Source: an optimization exercise on an open RTL-to-GDS flow (aim: small area, a short achievable clock period and few clock cycles per item). Production flows keep margins and buffers that such runs may drop. The RTL was checked by simulation tests, not by an equivalence proof against the original design.

### design.v
`timescale 1ns / 1ps
module reg_shift
    #(parameter WIDTH = 16,
      parameter SIZE = 32)
      (input   logic   signed     [WIDTH-1:0] sh_in,
       input   logic   [SIZE-1:0][WIDTH-1:0] p_in,
       output  logic   signed     [WIDTH-1:0] sh_out,
       output  logic   [SIZE-1:0][WIDTH-1:0] p_out,
       input   logic   unsigned   sh_en,
       input   logic   unsigned   pi_en,
       input   logic   unsigned   rst,
       input   logic   unsigned   clk
      );
    localparam [WIDTH-1:0] RESET_VAL = 'd0;
    logic   [SIZE-1:0][WIDTH-1:0] internal_data;
    always_ff @(posedge(clk) or posedge(rst)) begin : SEQ
        integer idx;
        if(rst == 1'b1) begin
           for (idx = 0; idx < SIZE; idx++) begin
              internal_data[idx] <= RESET_VAL;
           end
       end else begin
           if(pi_en == 1'b1) begin
               for (idx = 0; idx < SIZE; idx++) begin
                  internal_data[idx] <= p_in[idx];
               end
           end else if(sh_en == 1'b1) begin
               internal_data[SIZE-1] <= sh_in;
               for(idx = 1; idx < SIZE; idx++) begin
                   internal_data[SIZE-1-idx] <= internal_data[SIZE-idx];
               end
           end
       end 
    end
    assign sh_out = internal_data[0];
    assign p_out = internal_data;
endmodule
`timescale 1ns / 1ps
module mul_fix
    #(parameter w=4)
    (input   logic   signed  [w-1:0]   a,
     input   logic   signed  [w-1:0]   b,
     output  logic   signed  [w-1:0]   o
    );
    localparam  ARG_WIDTH = w;
    localparam  MUL_WIDTH = w*2-1;
    always_comb begin : COMB
        logic   signed  [MUL_WIDTH-1:0]   buffer;
        buffer  =  a*b;
        o = buffer[MUL_WIDTH-1:ARG_WIDTH-1];
    end
endmodule
`timescale 1ns / 1ps
module add_fix
    #(parameter w=4)
    (input   logic   signed  [w-1:0]   a,
     input   logic   signed  [w-1:0]   b,
     output  logic   signed  [w-1:0]   o
    );
    localparam logic signed [w*2-1:0] MIN_EXT = -(2**(w-1)) + 1;
    localparam logic signed [w*2-1:0] MAX_EXT = (2**(w-1)) - 1;
    localparam logic signed [w-1:0]   MIN_V   = -(2**(w-1)) + 1;
    localparam logic signed [w-1:0]   MAX_V   = (2**(w-1)) - 1;
    always_comb begin : COMB
        logic   signed  [w*2-1:0]   buffer;
        logic   signed  [w-1:0]   result;
        buffer  =  a+b;
        if(buffer < MIN_EXT) begin
            result = MIN_V;
        end else if(buffer > MAX_EXT) begin
            result = MAX_V;
        end else begin
            result = buffer;
        end
        o = result;
    end
endmodule
`timescale 1ns / 1ps
module mac_fix
    #(parameter w=4)
    (input   logic   clk,
     input   logic   en,
     input   logic   rst,
     input   logic   clr,
     input   logic   signed  [w-1:0]   x,
     input   logic   signed  [w-1:0]   c,
     output  logic   signed  [w-1:0]   o
    );
logic   signed  [w-1:0]   mem;
logic   signed  [w-1:0]   U0_o;
mul_fix     #(.w(w)) U0(.a(x),
           .b(c),
           .o(U0_o));
logic   signed  [w-1:0]   U1_o;
add_fix     #(.w(w)) U1(.a(mem),
           .b(U0_o),
           .o(U1_o));
always_ff @(posedge(clk) or posedge(rst)) begin : SEQ
    if( rst == 1'b1) begin
        mem <= 'd0;
    end else begin
        if(clr == 1'b1) begin
            mem <= 'd0;
        end else  if(en == 1'b1) begin
            mem <= U1_o;
        end else begin
            mem <= mem;
        end
    end
end
assign o = mem;
endmodule
`timescale 1ns / 1ps
module scaler_mul_fix
    #(parameter WIDTH = 16,
      parameter SCALE = 2)
    (input  logic   signed  [WIDTH-1:0] in,
     output logic   signed  [WIDTH-1:0] out
    );
    localparam IN_MSB_IDX = WIDTH-1;
    localparam SHAMT = $clog2(SCALE);
    localparam IN_LSB_IDX = ((IN_MSB_IDX - SHAMT) < 0) ? 0 : (IN_MSB_IDX - SHAMT);
    localparam logic signed [WIDTH-1:0] MAX_POS = (2**(WIDTH-1)) - 1;
    logic   signed  [WIDTH-1:0] sig_out;
    always_comb begin : COMB
        automatic logic unsigned [WIDTH-1:0] tmp;
        if ( in == 0 ) begin
            sig_out = in;
        end else begin
            if ( in[IN_MSB_IDX] == 1'b1) begin
                tmp = -in;
            end else begin
                tmp = in;
            end
           if ((WIDTH-1) <= SHAMT) begin
               if (tmp == 0) begin
                   tmp = 0;
               end else begin
                   tmp = MAX_POS;
               end
           end else if ( tmp[IN_MSB_IDX:IN_LSB_IDX] == 0) begin
               tmp = tmp << SHAMT;
           end else begin
               tmp = MAX_POS;
           end
           if (tmp == 0 || in[IN_MSB_IDX] == 1'b0) begin
                tmp = tmp;  
           end else begin  
                tmp = -tmp;
           end
           sig_out = tmp;
        end
    end
    assign out = sig_out;
endmodule
`timescale 1ns / 1ps
module scaler_div_fix
    #(parameter WIDTH = 16,
      parameter SCALE = 2)
    (input  logic   signed  [WIDTH-1:0] in,
     output logic   signed  [WIDTH-1:0] out
    );
    localparam IN_MSB_IDX = WIDTH-1;
    localparam SHAMT = $clog2(SCALE);
    localparam logic signed [WIDTH-1:0] MAX_POS = (2**(WIDTH-1)) - 1;
    logic   signed  [WIDTH-1:0] sig_out;
    always_comb begin : COMB
        automatic logic unsigned [WIDTH-1:0] tmp;
        if ( in == 0 ) begin
            sig_out = in;
        end else begin
            if ( in[IN_MSB_IDX] == 1'b1) begin
                tmp = -in;
            end else begin
                tmp = in;
            end
            if(((WIDTH-1) <= SHAMT)) begin
                if (tmp == 0) begin
                    tmp = 0;
                end else begin
                    tmp = 1;
                end
            end else begin
                tmp = tmp >> SHAMT;
                if(tmp == 0) begin
                    tmp = 1;
                end
            end
            if (in[IN_MSB_IDX] == 1'b0) begin
                tmp = tmp;  
            end else begin  
                tmp = -tmp;
            end
            sig_out = tmp;
        end
    end
    assign out = sig_out;
endmodule
`timescale 1ns / 1ps
module relu_fix
    #(WIDTH = 16)
    (input  logic   signed  [WIDTH-1:0] in,
     output logic   signed  [WIDTH-1:0] out
    );
    localparam [WIDTH-1:0] ZERO_VAL = 'd0;
    logic   signed  [WIDTH-1:0] sig_out;
    always_comb begin : COMB
        if(in[WIDTH-1] == 1'b0) begin
            sig_out = in;
        end else begin
            sig_out = ZERO_VAL;
        end
    end
    assign out = sig_out;
endmodule
`timescale 1ns / 1ps
module sm_relu
    #(parameter DATA_WIDTH = 8,
      parameter ADDR_WIDTH = 16,
      parameter ADDR_BASE_A = 0,
      parameter ADDR_BASE_W = 0,
      parameter ADDR_BASE_REG = 0)
    (input  logic   clk,
     input  logic   rst,
     input  logic                                   start,
     input  logic                                   reset,
     output logic   unsigned                        done,
     output logic   unsigned    [ADDR_WIDTH-1:0]    mem_addr,
     output logic   unsigned    [2:0]               r_sh_en,
     input  logic                                   arg_zero,
     output logic   unsigned    [1:0]               mac_en,
     output logic   unsigned    [1:0]               mac_clr);
    typedef enum integer {
                SI_IDLE          = 0,
                S1_L1_LD_A       = 1,
                S2_L1_LD_W       = 2,
                S3_L1_MAC_CYCLE  = 3,
                S4_L2_LA_W       = 4,
                S5_L2_MAC_CYCLE  = 5,
                S6_FINISHED      = 6
               } state_t;
    localparam  L1_NEURON_COUNT = 25;
    localparam  L2_NEURON_COUNT = 10;
    localparam  L1_A_COUNT = 401;
    localparam  L2_A_COUNT = 26;
    state_t state;
    integer a_counter;
    integer w_counter;
    logic   unsigned    [ADDR_WIDTH-1:0]     a_addr_offset;
    logic   unsigned    [ADDR_WIDTH-1:0]     w_addr_offset;
    state_t state_next;
    integer a_counter_next;
    integer w_counter_next;
    logic   unsigned    [ADDR_WIDTH-1:0]     a_addr_offset_next;
    logic   unsigned    [ADDR_WIDTH-1:0]     w_addr_offset_next;
    always_ff @(posedge(clk) or posedge(rst)) begin: SM_SEQ
        if(rst == 1'b1) begin
            a_counter <= 0;
            a_addr_offset <= 0;
            w_counter <= 0;
            w_addr_offset <= 0;
            state <= SI_IDLE;
        end else begin
            a_counter <= a_counter_next;
            a_addr_offset <= a_addr_offset_next;
            w_counter <= w_counter_next;
            w_addr_offset <= w_addr_offset_next;
            state <= state_next;
        end
    end
    always_comb begin: SM_NEXT
        a_counter_next = a_counter;
        w_counter_next = w_counter;
        a_addr_offset_next = a_addr_offset;
        w_addr_offset_next = w_addr_offset;
        state_next = state;
        case(state)
            SI_IDLE: begin
                if(start == 1'b1) begin
                   a_counter_next = 0;
                   w_counter_next = 0;
                   a_addr_offset_next = 0;
                   w_addr_offset_next = 0;
                   state_next = S1_L1_LD_A;
                end else begin 
                   state_next = SI_IDLE;
                end
            end
            S1_L1_LD_A: begin
                a_counter_next = a_counter + 1;
                a_addr_offset_next = a_addr_offset + 1;
                w_counter_next = 0;
                if(a_counter < L1_A_COUNT) begin
                    state_next = S2_L1_LD_W;
                end else begin
                    state_next = S4_L2_LA_W;
                    a_counter_next = 0;
                end
            end
            S2_L1_LD_W: begin
                if(arg_zero == 1'b1) begin
                    w_counter_next = w_counter + L1_NEURON_COUNT;
                    w_addr_offset_next = w_addr_offset_next + L1_NEURON_COUNT;
                    state_next = S1_L1_LD_A;
                end else if(w_counter < L1_NEURON_COUNT) begin
                    w_counter_next = w_counter + 1;
                    w_addr_offset_next = w_addr_offset + 1;
                    state_next = S2_L1_LD_W;
                end else begin
                    state_next = S3_L1_MAC_CYCLE;
                end
            end
            S3_L1_MAC_CYCLE: begin
                state_next = S1_L1_LD_A;
            end
            S4_L2_LA_W: begin
                if(w_counter < L2_NEURON_COUNT) begin
                    w_counter_next = w_counter + 1;
                    w_addr_offset_next = w_addr_offset + 1;
                    state_next = S4_L2_LA_W;
                end else begin
                    state_next = S5_L2_MAC_CYCLE;
                end
            end
            S5_L2_MAC_CYCLE: begin
                a_counter_next = a_counter + 1;
                if(a_counter_next < L2_A_COUNT) begin
                    w_counter_next = 0;
                    state_next = S4_L2_LA_W;
                end else begin
                    state_next = S6_FINISHED;
                end
            end
            S6_FINISHED: begin
                if(reset == 1'b0) begin
                    state_next = S6_FINISHED;
                end else begin
                    state_next = SI_IDLE;
                end
            end
        endcase
    end
    always_comb begin: SM_OUT
        done = 1'b0;
        mem_addr = {ADDR_WIDTH{1'b0}};
        r_sh_en = 3'b000;
        mac_en = 2'b00;
        mac_clr = 2'b00;
        case(state)
            SI_IDLE: begin
                mac_clr = 2'b11;
            end
            S1_L1_LD_A: begin
                mem_addr = ADDR_BASE_A + a_addr_offset;
                r_sh_en = 3'b001;
            end
            S2_L1_LD_W: begin
                mem_addr = ADDR_BASE_W + w_addr_offset;
                if(w_counter < L1_NEURON_COUNT) begin
                    r_sh_en = 3'b010;
                end
            end
            S3_L1_MAC_CYCLE: begin
                mac_en = 2'b01;
            end
            S4_L2_LA_W: begin
                mem_addr = ADDR_BASE_W + w_addr_offset;
                if(w_counter < L2_NEURON_COUNT) begin
                    r_sh_en = 3'b100;
                end
            end
            S5_L2_MAC_CYCLE: begin
                    mac_en = 2'b10;
                    mem_addr = ADDR_BASE_REG + a_counter;
            end
            S6_FINISHED: begin
                done = 1'b1;
            end
        endcase
    end
endmodule
`timescale 1ns / 1ps
module datapath_relu_fix
    #(parameter WIDTH=8,
      parameter ADDR_WIDTH = 16,
      parameter SM1_SCALE = 1,
      parameter SD1_SCALE = 1,
      parameter SM2_SCALE = 1,
      parameter L2_ONE_BIAS_VAL = 0)
    (input  logic   clk,
     input  logic   rst,
     input  logic   signed      [WIDTH-1:0]         mem_data,
     input  logic   unsigned    [ADDR_WIDTH-1:0]    l2_src_addr,
     input  logic   unsigned    [2:0]               r_sh_en,
     input  logic   unsigned    [1:0]               mac_en,
     input  logic   unsigned    [1:0]               mac_clr,
     output logic                                   arg_zero,
     output logic   [9:0][WIDTH-1:0]                out);
    logic   [0:0][WIDTH-1:0] R_ARG_p_out;
    reg_shift   #(.WIDTH(WIDTH),
                  .SIZE(1))
    R_ARG   (.sh_in(mem_data),
             .p_out(R_ARG_p_out),
             .p_in(R_ARG_p_out),
             .pi_en(1'b0),
             .sh_en(r_sh_en[0]),
             .rst(rst),
             .clk(clk));
    assign arg_zero = R_ARG_p_out[0] == 0;
    logic   [24:0][WIDTH-1:0] R1_p_out;
    reg_shift   #(.WIDTH(WIDTH),
                  .SIZE(25))
    R1  (.sh_in(mem_data),
         .p_out(R1_p_out),
         .p_in(R1_p_out),
         .pi_en(1'b0),
         .sh_en(r_sh_en[1]),
         .rst(rst),
         .clk(clk));
    logic   [24:0][WIDTH-1:0] M1_o;
    logic   [24:0][WIDTH-1:0] SM1_out;
    logic   [24:0][WIDTH-1:0] RELU1_out;
    logic   [24:0][WIDTH-1:0] SD1_out;
    generate begin : GEN_L1
        genvar gi;
        for(gi = 0; gi<25; gi=gi+1) begin
            mac_fix #(.w(WIDTH))
            MAC (.clk(clk),
                 .en(mac_en[0]),
                 .rst(rst),
                 .clr(mac_clr[0]),
                 .x(R_ARG_p_out[0]),
                 .c(R1_p_out[gi]),
                 .o(M1_o[gi]));
            scaler_mul_fix  #(.WIDTH(WIDTH),
                              .SCALE(SM1_SCALE))
            SCALER_MUL (.in(M1_o[gi]),
                 .out(SM1_out[gi]));
            relu_fix  #(.WIDTH(WIDTH))
            RELU (.in(SM1_out[gi]),
                 .out(RELU1_out[gi]));
            scaler_div_fix  #(.WIDTH(WIDTH),
                              .SCALE(SD1_SCALE))
            SCALER_DIV (.in(RELU1_out[gi]),
                 .out(SD1_out[gi]));
        end
    end
    endgenerate
    logic   [9:0][WIDTH-1:0] R2_p_out;
    reg_shift   #(.WIDTH(WIDTH),
                  .SIZE(10))
    R2  (.sh_in(mem_data),
         .p_out(R2_p_out),
         .p_in(R2_p_out),
         .pi_en(1'b0),
         .sh_en(r_sh_en[2]),
         .rst(rst),
         .clk(clk));
    logic   signed  [WIDTH-1:0] mac2_a;
    always_comb begin : MAC2_INPUT
        if(l2_src_addr == 0) begin
            mac2_a = L2_ONE_BIAS_VAL;
        end else if(l2_src_addr > 25) begin
            mac2_a = 0;
        end else begin
            mac2_a = SD1_out[l2_src_addr-1];
        end 
    end
    logic   [9:0][WIDTH-1:0] M2_o;
    logic   [9:0][WIDTH-1:0] SM2_out;
    logic   [9:0][WIDTH-1:0] RELU2_out;
    logic   [9:0][WIDTH-1:0] SD2_out;
    generate begin : GEN_L2
        genvar gi;
        for(gi = 0; gi<10; gi=gi+1)begin
            mac_fix #(.w(WIDTH))
            MAC    (.clk(clk),
                 .en(mac_en[1]),
                 .rst(rst),
                 .clr(mac_clr[1]),
                 .x(mac2_a),
                 .c(R2_p_out[gi]),
                 .o(M2_o[gi]));
            scaler_mul_fix  #(.WIDTH(WIDTH),
                              .SCALE(SM2_SCALE))
            SCALER_MUL    (.in(M2_o[gi]),
                 .out(SM2_out[gi]));
            relu_fix  #(.WIDTH(WIDTH))
            RELU    (.in(SM2_out[gi]),
                 .out(out[gi]));
        end
    end
    endgenerate
 endmodule
`timescale 1ns / 1ps
module dnn_relu_fix
    #(parameter DATA_WIDTH = 8,
      parameter ADDR_WIDTH = 16,
      parameter ADDR_BASE_A = 0,
      parameter ADDR_BASE_W = 0,
      parameter SM1_SCALE = 1,
      parameter SD1_SCALE = 1,
      parameter SM2_SCALE = 1,
      parameter L2_ONE_BIAS_VAL = 0)
     (input     logic   clk,
      input     logic   rst,
      input     logic   start,
      input     logic   reset,
      output    logic   done,
      output    logic   unsigned    [ADDR_WIDTH-1:0]    mem_addr,
      input     logic   signed      [DATA_WIDTH-1:0]    mem_data,
      output    logic   [9:0][DATA_WIDTH-1:0]    out);
    localparam ADDR_BASE_REG = 0;
    logic   unsigned    [ADDR_WIDTH-1:0]    SM_mem_addr;
    logic   unsigned    [2:0]               SM_r_sh_en;
    logic   unsigned    [1:0]               SM_mac_en;
    logic   unsigned    [1:0]               SM_mac_clr;
    logic                                   D_PATH_arg_zero;
    sm_relu #(.DATA_WIDTH(DATA_WIDTH),
              .ADDR_WIDTH(ADDR_WIDTH),
              .ADDR_BASE_A(ADDR_BASE_A),
              .ADDR_BASE_W(ADDR_BASE_W),
              .ADDR_BASE_REG(ADDR_BASE_REG))
        SM (.clk(clk),
            .rst(rst),
            .start(start),
            .reset(reset),
            .done(done),
            .mem_addr(SM_mem_addr),
            .r_sh_en(SM_r_sh_en),
            .arg_zero(D_PATH_arg_zero),
            .mac_en(SM_mac_en),
            .mac_clr(SM_mac_clr));
    assign mem_addr = SM_mem_addr;
    datapath_relu_fix   #(.WIDTH(DATA_WIDTH),
                          .ADDR_WIDTH(ADDR_WIDTH),
                          .SM1_SCALE(SM1_SCALE),
                          .SD1_SCALE(SD1_SCALE),
                          .SM2_SCALE(SM2_SCALE),
                          .L2_ONE_BIAS_VAL(L2_ONE_BIAS_VAL))
        D_PATH (.clk(clk),
                .rst(rst),
                .mem_data(mem_data),
                .l2_src_addr(SM_mem_addr),
                .r_sh_en(SM_r_sh_en),
                .arg_zero(D_PATH_arg_zero),
                .mac_en(SM_mac_en),
                .mac_clr(SM_mac_clr),
                .out(out));
 endmodule
`timescale 1ns / 1ps
module dnn_relu_fix12
     (input     logic                       clk,
      input     logic                       rst,
      input     logic                       start,
      input     logic                       reset,
      input     logic   signed      [11:0]  mem_data,
      output    logic   unsigned    [15:0]  mem_addr,
      output    logic                       done,
      output    logic               [119:0] out);
    localparam logic [15:0] BASE_W2 = 16'd10426;
    localparam logic [2:0] M_IDLE  = 3'd0,
                           M_L1A   = 3'd1,
                           M_L1W   = 3'd2,
                           M_BIAS  = 3'd3,
                           M_L2    = 3'd4,
                           M_FLUSH = 3'd5,
                           M_DONE  = 3'd6;
    function automatic logic signed [11:0] f_add(input logic signed [11:0] a,
                                                 input logic signed [11:0] b);
        logic signed [12:0] s;
        s = a + b;
        if (s < -13'sd2047)     f_add = -12'sd2047;
        else if (s > 13'sd2047) f_add = 12'sd2047;
        else                    f_add = s[11:0];
    endfunction
    function automatic logic [11:0] f_hid(input logic [11:0] v);
        if (v[11])              f_hid = 12'd0;
        else if (v[10] | v[9])  f_hid = 12'd1023;
        else                    f_hid = {v[10:0], 1'b0};
    endfunction
    function automatic logic [11:0] f_out(input logic [11:0] v);
        if (v[11])              f_out = 12'd0;
        else if (v[10:7] != 0)  f_out = 12'd2047;
        else                    f_out = {v[7:0], 4'b0};
    endfunction
    logic [2:0]  mode;
    logic [8:0]  n;         
    logic [13:0] wrow;      
    logic [4:0]  wcnt;      
    logic [4:0]  ph;        
    logic        clr;       
    logic [3:0]  kcnt;      
    logic [15:0] ma_q;      
    logic        start_q, reset_q;
    logic        wv_d, wv_m, wv_p;             
    logic        bv_d;                         
    logic        l2v_d, l2v_m, l2v_p;          
    logic        l2l_d, l2l_m, l2l_p;          
    logic signed [11:0] d_q;     
    logic signed [11:0] na;      
    logic signed [11:0] cur_a;   
    logic signed [11:0] p_q;     
    logic [24:0][11:0]  ring;
    logic [9:0][10:0]   ob;
    logic               ob_s;
    assign mem_addr = ma_q;
    always_comb begin : OUTW
        integer q;
        for (q = 0; q < 10; q = q + 1) out[12*q +: 12] = {1'b0, ob[q]};
    end
    wire        pend   = (n != 9'd0) && (na != 12'sd0);
    wire [4:0]  ph_inc = (ph == 5'd24) ? 5'd0 : ph + 5'd1;
    wire [4:0]  jn     = (ph >= 5'd21) ? ph - 5'd21 : ph + 5'd4;
    wire [15:0] waddr  = {2'b00, wrow} + {11'd0, jn};
    always_ff @(posedge clk or posedge rst) begin : CTRL
        if (rst) begin
            mode  <= M_IDLE;
            done  <= 1'b0;
            start_q <= 1'b0;
            reset_q <= 1'b0;
            wv_d  <= 1'b0;
            wv_m  <= 1'b0;
            wv_p  <= 1'b0;
            bv_d  <= 1'b0;
            l2v_d <= 1'b0;
            l2v_m <= 1'b0;
            l2v_p <= 1'b0;
            l2l_d <= 1'b0;
            l2l_m <= 1'b0;
            l2l_p <= 1'b0;
        end else begin
            start_q <= start;
            reset_q <= reset;
            if (reset) done <= 1'b0;
            wv_d  <= (mode == M_L1W);
            wv_m  <= wv_d;
            wv_p  <= wv_m;
            bv_d  <= (mode == M_BIAS) && (wcnt < 5'd10);
            l2v_d <= (mode == M_L2);
            l2v_m <= l2v_d;
            l2v_p <= l2v_m;
            l2l_d <= (mode == M_L2) && (ph == 5'd24);
            l2l_m <= l2l_d;
            l2l_p <= l2l_m;
            case (mode)
                M_IDLE:  if (start_q) mode <= M_L1A;
                M_L1A:   if (pend) mode <= M_L1W;
                         else if (n == 9'd401) mode <= M_BIAS;
                M_L1W:   if (wcnt == 5'd24) mode <= (n == 9'd401) ? M_BIAS : M_L1A;
                M_BIAS:  if (wcnt >= 5'd9 && ph == 5'd24) mode <= M_L2;
                M_L2:    if (ph == 5'd24 && kcnt == 4'd9) mode <= M_FLUSH;
                M_FLUSH: if (l2l_p) begin
                             mode <= M_DONE;
                             done <= 1'b1;
                         end
                M_DONE:  if (reset_q) mode <= M_IDLE;
                default: mode <= M_IDLE;
            endcase
        end
    end
    wire  [3:0]  k_next = (ph == 5'd24) ? kcnt + 4'd1 : kcnt;
    wire  [8:0]  l2_off = 9'd10 + {1'b0, ph_inc, 3'b0} + {3'b0, ph_inc, 1'b0} + {5'd0, k_next};
    wire  [8:0]  b_off  = (wcnt >= 5'd9) ? 9'd10 : {4'd0, wcnt + 5'd1};
    logic [15:0] a_next;
    always_comb begin : ANEXT
        a_next = 16'd0;
        case (mode)
            M_IDLE:  a_next = 16'd0;
            M_L1A:   if (pend)              a_next = waddr;
                     else if (n == 9'd401)  a_next = BASE_W2;
                     else                   a_next = {7'd0, n + 9'd1};
            M_L1W:   if (wcnt != 5'd24)     a_next = waddr;
                     else if (n == 9'd401)  a_next = BASE_W2;
                     else                   a_next = {7'd0, n + 9'd1};
            M_BIAS:  a_next = BASE_W2 + {7'd0, b_off};
            M_L2:    a_next = BASE_W2 + {7'd0, l2_off};
            default: ;
        endcase
    end
    always_ff @(posedge clk) begin : CNT
        ma_q <= a_next;
        ph <= ph_inc;
        if (ph == 5'd24) clr <= 1'b0;
        case (mode)
            M_IDLE: begin
                n      <= 9'd0;
                wrow   <= 14'd376;
                ph     <= 5'd0;
                clr    <= 1'b1;
            end
            M_L1A: begin
                wcnt <= 5'd0;
                if (!pend && n != 9'd401) begin
                    n      <= n + 9'd1;
                    wrow   <= wrow + 14'd25;
                end
            end
            M_L1W: begin
                wcnt <= wcnt + 5'd1;
                if (wcnt == 5'd24) begin
                    wcnt <= 5'd0;
                    if (n != 9'd401) begin
                        n      <= n + 9'd1;
                        wrow   <= wrow + 14'd25;
                    end
                end
            end
            M_BIAS: begin
                kcnt <= 4'd0;
                if (wcnt < 5'd10) wcnt <= wcnt + 5'd1;
            end
            M_L2: begin
                if (ph == 5'd24) kcnt <= kcnt + 4'd1;
            end
            default: ;
        endcase
    end
    logic [22:0] pp [0:12];
    always_comb begin : PPGEN
        integer r, c;
        for (r = 0; r < 13; r = r + 1) pp[r] = 23'd0;
        for (r = 0; r < 11; r = r + 1) begin
            for (c = 0; c < 11; c = c + 1) pp[r][r + c] = cur_a[c] & d_q[r];
            pp[r][r + 11] = ~(cur_a[11] & d_q[r]);
        end
        for (c = 0; c < 11; c = c + 1) pp[11][11 + c] = ~(cur_a[c] & d_q[11]);
        pp[11][22] = cur_a[11] & d_q[11];
        pp[12][12] = 1'b1;
    end
    function automatic logic [22:0] csa_s(input logic [22:0] x, input logic [22:0] y,
                                          input logic [22:0] z);
        csa_s = x ^ y ^ z;
    endfunction
    function automatic logic [22:0] csa_c(input logic [22:0] x, input logic [22:0] y,
                                          input logic [22:0] z);
        logic [22:0] m;
        m = (x & y) | (x & z) | (y & z);
        csa_c = {m[21:0], 1'b0};
    endfunction
    wire [22:0] l1s0 = csa_s(pp[0], pp[1], pp[2]),  l1c0 = csa_c(pp[0], pp[1], pp[2]);
    wire [22:0] l1s1 = csa_s(pp[3], pp[4], pp[5]),  l1c1 = csa_c(pp[3], pp[4], pp[5]);
    wire [22:0] l1s2 = csa_s(pp[6], pp[7], pp[8]),  l1c2 = csa_c(pp[6], pp[7], pp[8]);
    wire [22:0] l1s3 = csa_s(pp[9], pp[10], pp[11]), l1c3 = csa_c(pp[9], pp[10], pp[11]);
    wire [22:0] l2s0 = csa_s(l1s0, l1c0, l1s1),  l2c0 = csa_c(l1s0, l1c0, l1s1);
    wire [22:0] l2s1 = csa_s(l1c1, l1s2, l1c2),  l2c1 = csa_c(l1c1, l1s2, l1c2);
    wire [22:0] l2s2 = csa_s(l1s3, l1c3, pp[12]), l2c2 = csa_c(l1s3, l1c3, pp[12]);
    wire [22:0] l3s0 = csa_s(l2s0, l2c0, l2s1),  l3c0 = csa_c(l2s0, l2c0, l2s1);
    wire [22:0] l3s1 = csa_s(l2c1, l2s2, l2c2),  l3c1 = csa_c(l2c1, l2s2, l2c2);
    wire [22:0] l4s0 = csa_s(l3s0, l3c0, l3s1),  l4c0 = csa_c(l3s0, l3c0, l3s1);
    wire [22:0] l5s0 = csa_s(l4s0, l4c0, l3c1),  l5c0 = csa_c(l4s0, l4c0, l3c1);
    logic [22:0] m_a, m_b;
    wire  [22:0] m_sum = m_a + m_b;
    wire signed [11:0] head = ring[0];
    wire signed [11:0] ring_in = f_add(clr ? 12'sd0 : head, wv_p ? p_q : 12'sd0);
    wire signed [11:0] ob_sum = f_add({ob_s, ob[0]}, p_q);
    wire signed [12:0] ob_raw = {ob_s, ob_s, ob[0]} + {p_q[11], p_q};
    wire        [10:0] ob_res = ob_raw[12] ? 11'd0 :
                                (ob_raw[11:7] != 5'd0) ? 11'd2047 : {ob_raw[6:0], 4'b0};
    always_ff @(posedge clk) begin : DP
        d_q <= mem_data;
        if (mode == M_L1A) na <= mem_data;
        if (mode == M_L1A && pend) cur_a <= na;
        else if (mode == M_L2) cur_a <= f_hid(head);
        m_a  <= l5s0;
        m_b  <= l5c0;
        p_q  <= m_sum[22:11];
        ring[23:0] <= ring[24:1];
        ring[24]   <= ring_in;
        if (bv_d) begin
            ob[8:0] <= ob[9:1];
            ob_s    <= ob[1][10];
            ob[9]   <= d_q[11:1];
        end else if (l2v_p && l2l_p) begin
            ob[8:0] <= ob[9:1];
            ob_s    <= ob[1][10];
            ob[9]   <= ob_res;
        end else if (l2v_p) begin
            {ob_s, ob[0]} <= ob_sum;
        end
    end
endmodule
### flow/run.sh
#!/bin/bash
set -euo pipefail
export BUFFER_PORTS_ARGS="-buffer_cell sky130_fd_sc_hd__buf_2"
export CTS_ARGS="-sink_clustering_enable -repair_clock_nets -sink_clustering_size 24 -sink_clustering_max_diameter 100 -dont_use_dummy_load"
bash standard.sh finish > flow_make.log 2>&1
### standard.sh
#!/bin/bash
# synth_recipe.tcl (not shown) runs the flow's synth.tcl, then flattens the netlist and writes it again
# the make line also repeats each setting of config.mk as NAME=value (left out here)
make -C /OpenROAD-flow-scripts/flow DESIGN_CONFIG=/design/flow/config.mk WORK_HOME=/design/flow/orfs CLKGATE_MAP_FILE= SYNTH_SCRIPT=/design/flow/synth_recipe.tcl "${@:-finish}"
### config.mk
export PLATFORM = sky130hd
export DESIGN_NAME = dnn_relu_fix12
export DESIGN_NICKNAME = dnn_relu_fix12
export VERILOG_FILES = /design/flow/design.v
export SDC_FILE = /design/flow/constraint.sdc
export NUM_CORES = 4
export LEC_CHECK = 0
export CAP_MARGIN = 20
export CORE_MARGIN = 2
export CORE_UTILIZATION = 70
export CTS_CLUSTER_DIAMETER = 100
export CTS_CLUSTER_SIZE = 24
export SLEW_MARGIN = 20
### constraint.sdc
create_clock -name core_clock -period 14.0 [get_ports {clk}]
set_input_delay 2.8000 -clock core_clock [delete_from_list [all_inputs] [get_ports {clk}]]
set_output_delay 2.8000 -clock core_clock [all_outputs]
set_load 0.01 [all_outputs]
==> notes.md, run 1 <==
run status=complete, no violations; fmax=about 250 MHz; hold slack=between 0.2 and 0.3 ns; Yosys reg bits=562; Post-CTS Setup Bufs=0; WP data arrival=1.24 ns; top-area cell type share of the netlist area=a little over a third; Clock transition at path regs=0.09 ns; number of distinct library cells after synthesis=roughly 70; Longest Clk Path Bufs=3; WP data required=roughly 11 ns; post-route setup TNS=0 ns; Hold Vio Cnt, Final=0; fraction of the yosys area taken by sequential cells=roughly three fifths; IO Pins=153; finished layout cell area=0.0235 mm2; Clock Skews=between 0.05 and 0.06 ns; ant diodes=0; startpoint types=flip-flop; post-synthesis cell type with the largest combined area=dfxtp_1; Synth warnings=2; all-layer global routing usage=27.5%; final core occ=76.7%; Hold-fix buffers, CTS=0; Crit Path Class=reg -> out; Synth Cell Area=0.0219 mm2; first-pass GRT wire length=71.2 mm; WL/cell=19.3 um; crit-path cells=buf_2; Gate Count Post-Synth=between 1,500 and 2,000; Max FO, Critical Path=2; DRC viols=0; post-detail-place hpwl=32.3 mm; FP Rows=64; clk latency of the worst-skew pair=a little under 0.6 ns; Hold WC Path Type=reg -> reg; ys flop type=dfxtp_1; Die Wd=181 um; Mean Syn Cell Area=12.4 um2; Cell Area, Placed=roughly 0.023 mm2; via count=approximately 13,000; number of global-route vias before repair=about 13,000; RSZ-0062 raised after global routing=false; global route overflow=0; routability cong.=0.914; Slowest-stage cell, CP=edfxtp_1; full die area=0.0327 mm2; Final Cycle Share=28.8%; initial antenna violation count=0; max-slew violations=0; post-route minimum period=between 4 and 5 ns; layout cell share with drive strength beyond 1=between 10% and 20%; main area contributors after synthesis=dfxtp_1, edfxtp_1, fa_1; final setup vio count=0; fraction of registers with async set/reset=2.85%; Die Height=181 um; antenna viol nets, final=0; Rel. slew slack=around 44%; CP Buf/Inv Count=1; DR pass1 iterations=5; Via density=around 5.6; core footprint=0.0307 mm2; pin slew with the least headroom to its limit=between 0.8 and 0.9 ns; Max H-tree Level=1; CTS buffer count=27; I/O Buffers=between 100 and 150; Layout area overhead=7.58%; crit-path max cell delay=~0.48 ns; CTS tree=done; final net count=2,109; Top delay family on crit path=flip-flops; Resized cells post-CTS=0; Iteration-0 DRC Markers=approximately 1,000; max cap viols=0; largest net degree at the start of global routing=72; Post-synth EDFFs=between 150 and 200; Initial Util=a little under three quarters; CTS sink cnt=~560; root buf cell=clkbuf_16; crit end category=primary output; routed wire length=approximately 44 mm
logic make-up (layout without fill, tap and decap cells):
family	after synthesis	after routing	synth area share [%]
buf+inv	220	325	4.01
other cells	1	11	0.0172
compound gates	208	208	6.44
flops	562	562	59.5
simple gates	467	467	10.6
xor+xnor	80	80	3.21
fa+ha+maj	221	221	16.2
cells in the mapped netlist, drive strengths merged (3+ instances only):
cell type and number:
xor2 28, and4 3, nor2b 20, edfxtp 167, dfxtp 379, o211ai 7, o31ai 4, or4 3
nand2 136, a221oi 5, dfrtp 16, o21bai 7, o21a 15, inv 150, o22ai 5, or3 3
o41ai 5, o221ai 6, o21ai 40, nand4 9, maj3 4, a21oi 62, or2 5, nand2b 11
a22oi 6, nor3 19, a21o 16, xnor2 52, nand3 45, nor4 5, ha 112, and2 105
clkbuf 52, buf 17, a31oi 10, fa 105, and3 13, nor2 84
stage by stage:
step	std cells	setup slack (ns)
2_1_floorplan	1769	10.03
6_report	2270	9.96
5_1_grt	2270	9.94
3_5_place_dp	2243	10.20
3_3_place_gp	2243	10.39
4_1_cts	2270	9.93
registers in the layout, indices dropped and copies added (netlist names), 9 cells and up:
register and count:
ring 300, ob 110, m_a 17, m_b 17, ma_q 15, wrow 14
cur_a 12, d_q 12, na 12, p_q 12, n 9
layer usage:
metal,up-vias,GRT usage (%),routed length [um]
met5,-,0,0
met4,0,8.42,1260
met3,86,4.03,2680
met2,463,46.1,21300
met1,6219,37.5,18700
li1,6024,-,-
layout make-up:
cell class | count | area (um2)
Fill cell | 1947 | 7160
Tap cell | 396 | 495
Inverter | 151 | 569
Sequential cell | 562 | 13000
Multi-Input combinational cell | 987 | 8020
Clock buffer | 27 | 676
Timing Repair Buffer | 147 | 751
cell usage in the layout, fill, tap and decap left out, types with 11 or more instances in the layout:
| cell type | Yosys | layout |
|---|---|---|
| a21o_1 | 15 | 15 |
| a21oi_1 | 60 | 60 |
| and2_1 | 105 | 105 |
| and3_1 | 13 | 13 |
| buf_2 | 2 | 141 |
| clkbuf_16 | 0 | 27 |
| conb_1 | 1 | 11 |
| dfrtp_1 | 16 | 16 |
| dfxtp_1 | 379 | 379 |
| edfxtp_1 | 167 | 167 |
| fa_1 | 105 | 105 |
| ha_1 | 112 | 112 |
| inv_1 | 150 | 149 |
| nand2_1 | 135 | 135 |
| nand2b_1 | 11 | 11 |
| nand3_1 | 45 | 45 |
| nor2_1 | 84 | 84 |
| nor2b_1 | 20 | 20 |
| nor3_1 | 19 | 18 |
| o21a_1 | 15 | 15 |
| o21ai_0 | 39 | 38 |
| xnor2_1 | 52 | 52 |
| xor2_1 | 28 | 28 |
path summary, 6_finish.rpt:
check	endpoint	slack [ns]	cells after the start	from
worst max-delay path	out[13]	9.96	1	ob[12]
worst min-delay path	ring[133]	0.29	0	ring[145]
worst max register to register	m_a[10]	10.31	8	cur_a[10]
worst min register to register	ring[133]	0.29	0	ring[145]
max in group asynchronous	bv_d	11.24	2	rst
min in group asynchronous	start_q	2.29	2	rst
Testbench counts, summed over its fixed seeds: cycles 146,938, items 48.
==> run 2: changes to the inputs <==
--- a/design.v
+++ b/design.v
@@ -682,10 +682,10 @@
         ma_q <= a_next;
         ph <= ph_inc;
-        if (ph == 5'd24) clr <= 1'b0;
+        if (ph == 5'd12) clr <= 1'b0;
         case (mode)
             M_IDLE: begin
                 n      <= 9'd0;
                 wrow   <= 14'd376;
-                ph     <= 5'd0;
+                ph     <= 5'd13;
                 clr    <= 1'b1;
             end
==> run 2 against run 1 <==
Global-route usage is 0.86 points lower; register-to-register slack better by 0.10 ns; count of clock-buffer cells in the layout stayed put; utilization hardly changed; clock skew is 0.010 ns higher; critical endpoint is now out[118]; largest cell class unchanged.
==> notes.md, run 2 <==
fraction of registers with async set/reset=under 10%; fillers=1,948; Top delay family on crit path=flip-flops; Hold WC Path Type=reg -> reg; most frequent cells in the layout=dfxtp_1, edfxtp_1, inv_1; post-route minimum period=slightly above 4 ns; Clock transition at path regs=around 0.10 ns; post-synthesis cell type with the largest combined area=dfxtp_1; DR pass1 iterations=5; I/O Buffers=141; Rel. slew slack=about a third; first-pass GRT wire length=roughly 69 mm; post-route setup TNS=0 ns; fraction of the yosys area taken by sequential cells=between 50 and 60%; largest net degree at the start of global routing=around 100; Max H-tree Level=1; number of distinct library cells after synthesis=73; final net count=roughly 2,100; placed cells=2,230; Synth warnings=2; run status=complete, no violations; CP Buf/Inv Count=1; crit-path cells=buf_2; fmax=~250 MHz; ys flop type=dfxtp_1; Synth Cell Area=roughly 0.022 mm2; most common cell after layout, fill and taps aside=dfxtp_1; Die Height=approximately 180 um; crit end category=primary output; Initial Util=a little under three quarters; Via density=around 5.6; DRC viols=0; dpl ws=10.38 ns; initial antenna violation count=1; Resized cells post-CTS=0; hold slack=roughly 0.30 ns; full die area=approximately 0.033 mm2; worst setup slack after layout=about 10 ns; Clock Skews=0.0619 ns; Hold Vio Cnt, Final=0; Yosys reg bits=roughly 560; ant diodes=0; Iteration-0 DRC Markers=754; global route overflow=0; max cap viols=0; crit-path max cell delay=0.47 ns; post-detail-place hpwl=just over 30 mm; clk latency of the worst-skew pair=a little under 0.6 ns; hold_sp=ring[152]; Gate Count Post-Synth=1,746; CTS tree=done; non-filler cells in the finished layout=2,257; finished layout cell area=0.0235 mm2; top-area cell type share of the netlist area=34.7%; CTS buffer count=27; Synth top cells by count=dfxtp_1, edfxtp_1, inv_1, nand2_1, ha_1; max-slew violations=0; pin slew with the least headroom to its limit=approximately 1 ns; Reg2Reg Launch Point=ob[0]; CTS sink cnt=562; Cell Area, Placed=roughly 0.023 mm2; routed wire length=42.8 mm; Longest Clk Path Bufs=3; Crit Path Class=reg -> out; startpoint types=flip-flop; Layout area overhead=7.61%; number of global-route vias before repair=between 10,000 and 15,000; via count=12,700; Die Wd=181 um; Hold-fix buffers, CTS=0; Slowest-stage cell, CP=edfxtp_1; root buf cell=clkbuf_16; core footprint=roughly 0.03 mm2; Max FO, Critical Path=2; Biggest register=ring; all-layer global routing usage=a little over a quarter; IO Pins=approximately 150; Post-CTS Setup Bufs=0; number of flip-flops in the largest register=300; Largest regs=ring (300), ob (110); layout cell share with drive strength beyond 1=between 10% and 20%; main area contributors after synthesis=dfxtp_1, edfxtp_1, fa_1; WP data arrival=1.24 ns; Post-synth EDFFs=about 170; Mean Syn Cell Area=approximately 13 um2; final setup vio count=0; WL/cell=approximately 19 um; cell with the most instances after synthesis=dfxtp_1; CP startpoint=ob[109]; antenna viol nets, final=0; FP Rows=64; Final Cycle Share=between 20 and 30%; routability cong.=around 0.91; WP data required=11.20 ns; RSZ-0062 raised after global routing=false; final core occ=between 70 and 80%
==> run 2: routing by layer <==
layer	part of all wire (%)	vias to the layer above	track usage (%)
met1	43	6177	37.2
met3	7.4	67	5.22
met2	47	449	43.8
met5	0	-	0
li1	-	6009	-
met4	2.5	0	6.13
==> run 2: path summary, 6_finish.rpt <==
check                            endpoint  depth (start not counted)  slack (ns)
min in group asynchronous            wv_m                          2        2.32
worst max-delay path             out[118]                          1        9.96
max in group asynchronous           l2v_d                          2       11.21
worst max register to register    ob[105]                          9       10.41
worst min-delay path            ring[140]                          0        0.30
worst min register to register  ring[140]                          0        0.30
==> run 2: kinds of logic after synthesis <==
family	after synthesis	share of synthesized area, %
compound gates	222	6.72
xor+xnor	74	2.97
fa+ha+maj	227	16.5
buf+inv	212	3.84
flops	562	59.5
mux	3	0.143
other cells	1	0.0172
simple gates	445	10.3
==> run 2: layout make-up <==
cell class / instances / area (um2) / share of cell area, %
sequential: 562 / 13000 / 55.3
multi-input combinational: 982 / 8060 / 34.3
timing repair buffer: 144 / 732 / 3.11
clock buffer: 27 / 676 / 2.87
inverter: 146 / 551 / 2.34
tap: 396 / 495 / 2.11
==> run 2: worst register-to-register path: cells and delay by family, from the launching register on <==
| kind | cells | cell delay, ns |
|---|---|---|
| simple gates | 2 | 1.18 |
| compound gates | 4 | 0.86 |
| fa+ha+maj | 2 | 0.69 |
| xor+xnor | 1 | 0.17 |
| flops | 1 | 0.41 |
Testbench counts of run 2, summed over its fixed seeds: cycles 146,314, items 48.
==> run 3: changes to the inputs <==
--- a/config.mk
+++ b/config.mk
@@ -8,5 +8,5 @@
 export CAP_MARGIN = 20
 export CORE_MARGIN = 2
-export CORE_UTILIZATION = 70
+export CORE_UTILIZATION = 80
 export CTS_CLUSTER_DIAMETER = 100
 export CTS_CLUSTER_SIZE = 24
==> run 3 against run 2 <==
Area after synthesis stayed put; critical path type unchanged; critical endpoint unchanged; cell count fell by 2.4%; still clean on timing, DRC and antenna; hold slack got worse by 0.0023 ns; global-route usage grew 8.3 points; count of clock-buffer cells in the layout unchanged; critical path depth unchanged; design area shrank 0.29%.
==> notes.md, run 3 <==
DRC viols=0; CTS tree=done; Yosys reg bits=562; ant diodes=0; max-slew violations=0; Hold-fix buffers, CTS=0; number of flip-flops in the largest register=300; hold slack=between 0.2 and 0.3 ns; M2 GR Usage=60.9%; finished layout cell area=~0.023 mm2; M3 GR Usage=under 10%; DR pass1 iterations=8; largest net degree at the start of global routing=98; Layout area overhead=7.30%; Mean Syn Cell Area=between 10 and 15 um2; Post-CTS Setup Bufs=0; final core occ=between 80% and 90%; IO Pins=around 150; number of distinct library cells after synthesis=between 70 and 80; first-pass GRT wire length=around 77 mm; Max H-tree Level=1; run status=complete, no violations; Slowest-stage cell, CP=edfxtp_1; Crit Path Class=reg -> out; WP data arrival=approximately 1.2 ns; antenna viol nets, final=0; Resized cells post-CTS=0; full die area=between 0.02 and 0.03 mm2; Synth top cells by count=dfxtp_1, edfxtp_1, inv_1, nand2_1, ha_1; Die Wd=169 um; clk latency of the worst-skew pair=0.56 ns; CTS sink cnt=approximately 560; layout cell share with drive strength beyond 1=between 10% and 20%; routed wire length=49.5 mm; Min-Delay Path Depth=0; max cap viols=0; crit-path max cell delay=between 0.4 and 0.5 ns; Largest regs=ring (300), ob (110); R2R Setup Slk=10.14 ns; Longest Clk Path Bufs=3; startpoint types=flip-flop; cell with the most instances after synthesis=dfxtp_1; fraction of registers with async set/reset=around 2.8%; Iteration-0 DRC Markers=approximately 1,500; WL/cell=~22 um; Die Height=between 150 and 200 um; crit end category=primary output; CTS buffer count=27; initial antenna violation count=4; CP Buf/Inv Count=1; Post-synth EDFFs=167; Final Cycle Share=about 29%; Top delay family on crit path=flip-flops; final setup vio count=0; Synth warnings=2; post-synthesis cell type with the largest combined area=dfxtp_1; via count=between 10,000 and 15,000; FP Rows=60; crit-path cells=buf_2; core footprint=about 0.027 mm2; met1 usage=about 43%; most frequent cells in the layout=dfxtp_1, edfxtp_1, inv_1; main area contributors after synthesis=dfxtp_1, edfxtp_1, fa_1; number of global-route vias before repair=14,200; fraction of the yosys area taken by sequential cells=59.5%; Reg2Reg Launch Point=ph[0]; Critical path destination=out[118]; R2R Path End=ma_q[7]; Via density=6.20; I/O Buffers=about 140; Synth Cell Area=about 0.022 mm2; top-area cell type share of the netlist area=approximately a third; Worst path depth=1; ys flop type=dfxtp_1; Clock transition at path regs=~0.09 ns; routability cong.=0.908; post-route setup TNS=0 ns; WP data required=between 10 and 15 ns; Max FO, Critical Path=2; Hold WC Path Type=reg -> reg; global route overflow=0; Cell Area, Placed=0.0228 mm2; pin slew with the least headroom to its limit=around 1.0 ns; CP startpoint=ob[109]; all-layer global routing usage=35.0%; Hold Vio Cnt, Final=0; post-route minimum period=4.01 ns; Initial Util=81.3%; Rel. slew slack=a little under a third; RSZ-0062 raised after global routing=false; Gate Count Post-Synth=1,746; final net count=around 2,100; root buf cell=clkbuf_16; Clock Skews=between 0.03 and 0.04 ns; fmax=249 MHz; FF-to-FF path depth=14; Biggest register=ring; most common cell after layout, fill and taps aside=dfxtp_1; post-detail-place hpwl=34.1 mm; GR peak layer=met2
==> run 3: layout make-up <==
class / instances / area, um2
flip-flops and latches: 562 / 13000
multi-input cells: 982 / 8050
fillers: 1194 / 3430
repair buffers: 145 / 739
clock buffers: 27 / 676
inverters: 146 / 551
well taps: 341 / 427
==> run 3: layer usage <==
metal	wire (um)	vias to the layer above	part of all wire (%)
met2	25000	788	50
met3	4140	217	8.4
met4	2570	2	5.2
li1	-	6000	-
met5	13	-	0.026
met1	17800	6651	36
==> run 3: how the worst min path moves through the flow <==
stage / start / to / slack (ns)
after floorplan: ring[12] / ring[0] / 0.31
after global placement: ring[55] / ring[43] / 0.31
after detailed placement: ring[238] / ring[226] / 0.31
after CTS: ring[227] / ring[215] / 0.30
after global routing: ring[227] / ring[215] / 0.30
final: ring[227] / ring[215] / 0.29
==> run 3: through the flow <==
stage / setup WS, ns / std cells
floorplan: 9.78 / 1756
CTS: 9.92 / 2203
global placement: 10.28 / 2176
finish: 9.99 / 2203
global route: 9.93 / 2203
detailed placement: 9.93 / 2176
==> run 3: logic make-up after synthesis <==
family / Yosys count / synth area share, %
flip-flops: 562 / 59.5
multiplexers: 3 / 0.143
adder cells (fa/ha/maj): 227 / 16.5
AO/OA/AOI/OAI: 222 / 6.72
XOR/XNOR: 74 / 2.97
AND/OR/NAND/NOR: 445 / 10.3
buffers and inverters: 212 / 3.84
other: 1 / 0.0172

-- what the ideal ports hide --
How much do the figures lean on ideal ports? The routed layouts below were timed once more, with nothing changed but the port constraints.
Step 1, drivers: a clkbuf_16 drives clk and a buf_2 each remaining input, both assumed.
Step 2 also shifts input and output timing later by t, the mid clock arrival at the registers, as if the neighbouring blocks saw the same clock.
Slacks: ideal ports / drivers / drivers and shift; pairs: ideal ports / drivers.
run	t (ns)	setup slack, ns	hold WS [ns]	latest minus earliest clock arrival (ns)
run 1	0.607	9.962 / 9.908 / 10.309	0.291 / 0.291 / 0.291	0.053 / 0.053
run 2	0.611	9.959 / 9.906 / 10.409	0.297 / 0.297 / 0.297	0.063 / 0.063
run 3	0.611	9.990 / 9.934 / 10.143	0.294 / 0.294 / 0.294	0.049 / 0.049
After both steps every run listed still meets setup and hold.
